This is an optimization exercise on Yosys and OpenROAD, whose aim is small area, not a production implementation. The RTL was checked by simulation tests, not by an equivalence proof against the original design. No driver is modelled on the clock port, so clocking that relies on it looks cheaper here than on a real chip. Power and IR drop assume default switching activity.

## the baseline
## time_multiplexing_main
module time_multiplexing_main(
    input clk,
    input sys_reset,
    input reset,
    input start,
    input [1:0] m,
    input [3:0] load1,
    input [3:0] load2,
    output [3:0] an,
    output [6:0] sseg,
    output dp
    );
Settings: LEC_CHECK=0, ABC_AREA=1, CAP_MARGIN=20, CORE_MARGIN=2, CORE_UTILIZATION=40, GPL_TIMING_DRIVEN=0, SLEW_MARGIN=20; clock period 25.0 ns.
standard.sh (not shown) runs the stock make flow with config.mk's settings and CLKGATE_MAP_FILE= SYNTH_SCRIPT=/design/flow/synth_recipe.tcl, a recipe that flattens the netlist after the stock synthesis.
==> flow/flow/run.sh <==
#!/bin/bash
# Own layout flow: the standard synthesis, then the combinational logic between the
# standard synthesis's registers is re-mapped for area (registers untouched), then the
# standard ORFS layout with small port buffers and a lean clock tree.
set -euo pipefail
W=$(pwd)
R=$W/orfs/results/${FLOW_PLATFORM:-sky130hd}/time_multiplexing_main/base
YOSYS=$(command -v yosys || echo $FLOW_HOME/../tools/install/yosys/bin/yosys)
LIB=$FLOW_HOME/platforms/sky130hd/lib/sky130_fd_sc_hd__tt_025C_1v80.lib

bash standard.sh synth > $W/flow_synth.log 2>&1

python3 flow/mkmap.py $LIB $W/cellmap.v > $W/flow_mkmap.log 2>&1
cp $R/1_2_yosys.v $W/std_netlist.v
# a few random seeds of the re-mapping, in parallel; the smallest netlist is kept
SEEDS="1 2 3 4 5 6 7 8 9 10 11 12"
for S in $SEEDS; do
  sed "s|@SEED@|$S|" flow/area.abc > $W/area_$S.abc
  sed -e "s|@LIB@|$LIB|g" -e "s|@IN@|$W/std_netlist.v|g" -e "s|@OUT@|$W/resyn_$S.v|g" \
      -e "s|@MAP@|$W/cellmap.v|g" -e "s|@ABC@|$W/area_$S.abc|g" -e "s|@STAT@|$W/resyn_stat_$S.txt|g" \
      flow/resyn.ys > $W/resyn_$S.ys
  $YOSYS -s $W/resyn_$S.ys > $W/flow_resyn_$S.log 2>&1 &
  if (( $(jobs -r | wc -l) >= ${NUM_CORES:-4} )); then wait -n; fi
done
wait
BEST=$(for S in $SEEDS; do echo "$(awk '/Chip area/ {print $NF}' $W/resyn_stat_$S.txt) $S"; done | sort -n | head -1 | cut -d' ' -f2)
echo "re-mapping seeds: $(grep -h 'Chip area' $W/resyn_stat_*.txt | tr -s ' ' | tr '\n' ';'); kept seed $BEST" > $W/flow_resyn.log
cp $W/resyn_$BEST.v $R/1_2_yosys.v
rm -f $R/1_synth.odb $R/1_synth.sdc

bash standard.sh "BUFFER_PORTS_ARGS=-buffer_cell sky130_fd_sc_hd__buf_1" place > $W/flow_place.log 2>&1
# four clock buffers; a group whose estimated clock slew is 100 ps or more gets a stronger one
BUFS=(clkbuf_4 clkbuf_4 clkbuf_4 clkbuf_4)
for TRY in 1 2 3 4 5; do
  RESULTS=$R LIB=$LIB CLK_BUFS="${BUFS[*]}" openroad -no_init -exit flow/cts1.tcl > $W/flow_cts_$TRY.log 2>&1
  UP=0
  for G in 0 1 2 3; do
    S=$(awk -v g="group $G:" 'index($0, g) == 1 {print $NF}' $W/flow_cts_$TRY.log)
    if awk -v s="$S" 'BEGIN {exit !(s >= 0.100)}'; then
      case ${BUFS[$G]} in clkbuf_4) BUFS[$G]=clkbuf_8; UP=1 ;; clkbuf_8) BUFS[$G]=clkbuf_16; UP=1 ;; esac
    fi
  done
  [ $UP = 0 ] && break
done
bash standard.sh "BUFFER_PORTS_ARGS=-buffer_cell sky130_fd_sc_hd__buf_1" finish > $W/flow_layout.log 2>&1
==> flow/flow/area.abc <==
strash
&get -n
&deepsyn -T 10 -S @SEED@
&put
dch -f
amap
Other scripts of this flow, unchanged in this note and not shown: flow/flow/cts1.tcl, flow/flow/mkmap.py, flow/flow/resyn.ys
Input-level comparison between the candidate and the baseline:
-- flow/flow/run.sh --
<<< the baseline, line 14
cp $R/1_2_yosys.v $W/std_netlist.v
# a few random seeds of the re-mapping, in parallel; the smallest netlist is kept
SEEDS="1 2 3 4 5 6 7 8 9 10 11 12"
for S in $SEEDS; do
  sed "s|@SEED@|$S|" flow/area.abc > $W/area_$S.abc
  sed -e "s|@LIB@|$LIB|g" -e "s|@IN@|$W/std_netlist.v|g" -e "s|@OUT@|$W/resyn_$S.v|g" \
      -e "s|@MAP@|$W/cellmap.v|g" -e "s|@ABC@|$W/area_$S.abc|g" -e "s|@STAT@|$W/resyn_stat_$S.txt|g" \
      flow/resyn.ys > $W/resyn_$S.ys
  $YOSYS -s $W/resyn_$S.ys > $W/flow_resyn_$S.log 2>&1 &
  if (( $(jobs -r | wc -l) >= ${NUM_CORES:-4} )); then wait -n; fi
done
wait
BEST=$(for S in $SEEDS; do echo "$(awk '/Chip area/ {print $NF}' $W/resyn_stat_$S.txt) $S"; done | sort -n | head -1 | cut -d' ' -f2)
echo "re-mapping seeds: $(grep -h 'Chip area' $W/resyn_stat_*.txt | tr -s ' ' | tr '\n' ';'); kept seed $BEST" > $W/flow_resyn.log
cp $W/resyn_$BEST.v $R/1_2_yosys.v
rm -f $R/1_synth.odb $R/1_synth.sdc
>>> the candidate, line 14
cp $R/1_2_yosys.v $W/std_netlist.v
# a few random seeds of the re-mapping, in parallel; the smallest netlist is kept
# two script variants (with and without dc2 before the choice computation) times 12 seeds
RUNS=""
for S in 1 2 3 4 5 6 7 8 9 10 11 12; do RUNS="$RUNS a$S b$S"; done
for RN in $RUNS; do
  S=${RN:1}
  PRE=""; [ ${RN:0:1} = b ] && PRE="dc2\n"
  sed -e "s|@SEED@|$S|" -e "s|@PRE@|$PRE|" flow/area.abc > $W/area_$RN.abc
  sed -e "s|@LIB@|$LIB|g" -e "s|@IN@|$W/std_netlist.v|g" -e "s|@OUT@|$W/resyn_$RN.v|g" \
      -e "s|@MAP@|$W/cellmap.v|g" -e "s|@ABC@|$W/area_$RN.abc|g" -e "s|@STAT@|$W/resyn_stat_$RN.txt|g" \
      flow/resyn.ys > $W/resyn_$RN.ys
  $YOSYS -s $W/resyn_$RN.ys > $W/flow_resyn_$RN.log 2>&1 &
  if (( $(jobs -r | wc -l) >= ${NUM_CORES:-4} )); then wait -n || true; fi
done
wait || true
BEST=$(for RN in $RUNS; do [ -f $W/resyn_stat_$RN.txt ] && echo "$(awk '/Chip area/ {print $NF}' $W/resyn_stat_$RN.txt) $RN"; done | sort -n | head -1 | cut -d' ' -f2)
for RN in $RUNS; do echo "$RN $(awk '/Chip area/ {print $NF}' $W/resyn_stat_$RN.txt 2>/dev/null)"; done > $W/flow_resyn.log
echo "kept $BEST" >> $W/flow_resyn.log
cp $W/resyn_$BEST.v $R/1_2_yosys.v
rm -f $R/1_synth.odb $R/1_synth.sdc
==> flow/flow/area.abc <==
strash
&get -n
&deepsyn -T 10 -S @SEED@
&put
@PRE@dch -f
amap
Results
In the candidate, the clock network power share came out 0.5 points below the value in the baseline.
The candidate vs. the baseline: width of the chip decreased by 0.38% relative to the old numbers, worst hold margin rose 0.0034 ns, synthesized cell count shows a reduction of 2.

[afterwards: timing with drivers on the ports]
The results above use ideal ports. As a check the final layouts listed here were re-extracted and re-timed, cells and wires unchanged.
Step 1: set_driving_cell puts a clkbuf_16 on clk and a buf_2 on each other input, an assumption about the parent block.
Step 2, shift: input delay + t, output delay - t, t = (earliest + latest rising clock arrival at the registers) / 2. This alone moves slack from input paths to output paths.
Slacks: no drivers / after step 1 / after step 2; pairs: no drivers / after step 1.
run	t, ns	slack for setup (ns)	worst setup path after step 2	latest minus earliest clock arrival (ns)
the baseline	0.197	16.194 / 16.214 / 16.017	input to register	0.010 / 0.009
the candidate	0.194	16.237 / 16.255 / 16.061	input to register	0.015 / 0.015
After both steps setup and hold are still met in every run listed. The setup slack of the baseline, which loses most, moves by +0.020 ns with the drivers and by -0.177 ns with both steps.
